Background: an optimization exercise with open tools, aiming at small area and a short achievable clock period. Do not read the settings as production practice. Function was checked by simulation only, so behaviour that the tests miss may differ from the original. Power and IR drop assume default switching activity.

PW:
## RegistroALU
module RegistroALU #(parameter N=16)
(
	clk, rst, Z_in, Y_in, mode_in, btn_change_in,
	segA_out, segB_out, segD_out, aritm_out_out
);
	localparam KA = 5;                
	input  logic clk;
	input  logic rst;
	input  logic [N-1:0] Z_in;
	input  logic [N-1:0] Y_in;
	input  logic [1:0] mode_in;
	input  logic [1:0] btn_change_in;
	output logic [6:0] segA_out;
	output logic [6:0] segB_out;
	output logic [6:0] segD_out;
	output logic [N-1:0] aritm_out_out;
	logic [15:0]   R_a, R_m, Y_a, Y_m;
	logic [KA-1:0] rem_a, rem_m;
	logic          zz_a, zz_m, bb_a, bb_m;
	logic [3:0]    op_m;
	logic [15:0]   res_b;
	logic [2:0]    flag_b, flag_q;
	aluFront #(.KA(KA)) front (
		.Z(Z_in), .Y(Y_in), .op({btn_change_in, mode_in}),
		.R(R_a), .Yr(Y_a), .rem(rem_a), .zz(zz_a), .bb(bb_a));
	RegistroCargaIn #(.KA(KA)) registroIn (
		.clk(clk), .rst(rst),
  ...
Size in the first run: roughly 2800 cells after synthesis, about 75 I/O pins, roughly 0.015 mm2 of cells after synthesis.
clock: 55.0 ns
lec_check: 0
abc_area: 1
cap_margin: 20
core_margin: 2
core_utilization: 70
slew_margin: 20
standard.sh (not shown) runs the stock make flow with config.mk's settings and CLKGATE_MAP_FILE= SYNTH_SCRIPT=/design/flow/synth_recipe.tcl, a recipe that flattens the netlist after the stock synthesis.
==> flow/flow/run.sh <==
#!/bin/bash
# The standard layout with two changes: the synthesized netlist's combinational
# cells go back to x1 before the floorplan (downsize.tcl), and timing repair is
# asked for MARGIN ns of setup slack at the design's period, so that it sizes
# and buffers the real critical paths. Each tool's output goes to a log here.
set -euo pipefail
MARGIN=40
bash standard.sh synth > synth.log 2>&1
RESULTS=orfs/results/sky130hd/RegistroALU/base openroad -no_init -exit flow/downsize.tcl > downsize.log 2>&1
bash standard.sh SETUP_SLACK_MARGIN=$MARGIN finish > layout.log 2>&1
==> flow/flow/downsize.tcl <==
# Sets every combinational cell of the synthesized netlist to the lowest drive
# strength of its kind (x1), undoing the sizing that synthesis did for a timing
# view that does not know the design's input and output delays. The layout's
# own timing repair then sizes up what the real critical paths need.
# Flip-flops are left as synthesis made them.
set results $::env(RESULTS)
read_db $results/1_synth.odb
set db [ord::get_db]
set block [ord::get_db_block]
set n 0
foreach inst [$block getInsts] {
  set name [[$inst getMaster] getName]
  if {![regexp {^(sky130_fd_sc_hd__[a-z0-9]+)_([0-9]+)$} $name -> base drive]} { continue }
  if {[regexp {df|dl|sdf|edf|conb|tap|fill|decap|clkbuf|clkinv|lpflow|probe} $base]} { continue }
  if {$drive <= 1} { continue }
  set m [$db findMaster ${base}_1]
  if {$m == "NULL"} { continue }
  $inst swapMaster $m
  incr n
}
puts "downsized $n cells"
write_db $results/1_synth.odb
The following lists how JK was set up differently from PW:
Settings: CORE_UTILIZATION: 70 -> 60; TNS_END_PERCENT: unset -> 30.
--- outcome ---
Each of the runs, namely JK and PW, reached the end of the flow and came out clean.
Per the comparison of JK with PW, proportion of cell area occupied by multi-input gates shows no meaningful change; global-route wire length before repair decreased about 2%.
On final total power: JK sits below PW.
The final reports for JK and PW show power density over the cells lower in the former.
Changes observed in JK relative to PW: part of the total power dissipated in the clock network went down by 1.4 points, die area rose 16%, combinational group share of total power now larger.
Cell count: JK higher than PW
Between JK and PW, non-clock buffer count is higher for PW, JK comes in under that.
The critical path depth of JK falls short of that of PW by 1.

---

== run 1 ==
Starting RTL as in the previous note.
export LEC_CHECK = 0
export ABC_AREA = 1
export CAP_MARGIN = 20
export CORE_MARGIN = 2
export CORE_UTILIZATION = 60
export SLEW_MARGIN = 20
create_clock -name core_clock -period 55.0 [get_ports {clk}]
==> flow/flow/run.sh <==
#!/bin/bash
# The standard layout with two changes: the synthesized netlist's combinational
# cells go back to x1 before the floorplan (downsize.tcl), and timing repair is
# asked for MARGIN ns of setup slack at the design's period, so that it sizes
# and buffers the real critical paths. Each tool's output goes to a log here.
set -euo pipefail
MARGIN=41
bash standard.sh synth > synth.log 2>&1
RESULTS=orfs/results/sky130hd/RegistroALU/base openroad -no_init -exit flow/downsize.tcl > downsize.log 2>&1
bash standard.sh SETUP_SLACK_MARGIN=$MARGIN finish > layout.log 2>&1
Scripts as last shown in full above: flow/flow/downsize.tcl
diff inputs: run 1 => run 2
-- flow/flow/run.sh --
<<< run 1, line 7
MARGIN=41
>>> run 2, line 7
MARGIN=40
==> results.txt <==
- Run 2 — relative area change from synthesis to final layout 18 points lower, run 1 as reference
- Hold slack delta (run 2 − run 1): favourable
- Count of clock-buffer cells in the layout came out exactly the same in run 1 and run 2.
- Summary of run 2 over run 1: total internal power decreased 18%, met2 global-route usage went down 1.6 points.
- Compared with run 1, in run 2 all-layer global routing usage fell by 0.58 points, routing usage on met1 rose by 0.89 points, wire length reported by the detailed router fell by about 14%, setup slack of the critical path after layout fell by 0.60 ns, clock skew stayed essentially flat.
- For the final critical-path required period, run 2 came in 0.60 ns higher than run 1 did.
Relative to run 2, the following input files were edited for run 3:
-- flow/flow/run.sh --
<<< run 2, line 5
# and buffers the real critical paths. Each tool's output goes to a log here.
>>> run 3, line 5
# and buffers the real critical paths; the buffers synthesis added are taken
# out at the floorplan. Each tool's output goes to a log here.
<<< run 2, line 10
bash standard.sh SETUP_SLACK_MARGIN=$MARGIN finish > layout.log 2>&1
>>> run 3, line 11
bash standard.sh SETUP_SLACK_MARGIN=$MARGIN REMOVE_ABC_BUFFERS=1 finish > layout.log 2>&1
Notes after the runs:
Result: PASS for each of run 2 and run 3
Looking at area occupied by registers, run 3 sits 0.40% lower than run 2 does.
Via count of the first global-routing pass, run 2 and run 3: smaller value in run 2
Of run 2 and run 3, the run reporting the higher final-layout clock-cell area share was run 3.
Summary of run 3 over run 2: critical path depth went up; clock distribution power went up; power share of the sequential group went down.
[inputs] run 4 vs run 3
-- flow/flow/run.sh --
<<< run 3, line 5
# and buffers the real critical paths; the buffers synthesis added are taken
# out at the floorplan. Each tool's output goes to a log here.
>>> run 4, line 5
# and buffers the real critical paths. Each tool's output goes to a log here.
<<< run 3, line 8
MARGIN=40
>>> run 4, line 7
MARGIN=39.5
<<< run 3, line 11
bash standard.sh SETUP_SLACK_MARGIN=$MARGIN REMOVE_ABC_BUFFERS=1 finish > layout.log 2>&1
>>> run 4, line 10
bash standard.sh SETUP_SLACK_MARGIN=$MARGIN finish > layout.log 2>&1
==> results.txt <==
Relative to run 3, core utilization decreased by 1.7 points in run 4.
Global-route wire length before repair delta (run 4 − run 3): favourable
When run 4 is set beside run 3, its sum of met3 wire segment lengths after detailed routing turns out to be 3.5% larger.
Run 4 | status: complete | timing, DRC, antenna: pass

[afterwards: timing with drivers on the ports]
The flow's constraints put no driver on any port. The routed layouts listed below were extracted and timed again, unchanged, in two steps. Step 1 (the two cells are an assumption about what drives the block):
set clk [get_ports {clk}]
set_driving_cell -lib_cell sky130_fd_sc_hd__clkbuf_16 $clk
set_driving_cell -lib_cell sky130_fd_sc_hd__buf_2 [delete_from_list [all_inputs] $clk]
Step 2 also shifts input and output timing later by t, the mid clock arrival at the registers, as if the neighbouring blocks saw the same clock. a / b / c = ideal / step 1 / step 2; a / b = the first two.
run	t, ns	setup WS [ns]	worst setup path after step 2	pins driven straight from the clock port
PW	0.384	40.153 / 40.105 / 39.940	input to register	1
JK	0.376	40.231 / 40.253 / 39.877	input to register	1
run 1	0.370	40.807 / 40.760 / 40.736	input to register	1
run 2	0.373	40.209 / 40.231 / 39.858	input to register	1
run 3	0.377	40.286 / 40.306 / 39.929	input to register	1
run 4	0.378	39.821 / 39.844 / 39.466	input to register	1
After both steps every run listed still meets setup and hold. For run 3, which loses most, drivers alone change the setup slack by +0.020 ns; drivers and shift together by -0.357 ns.
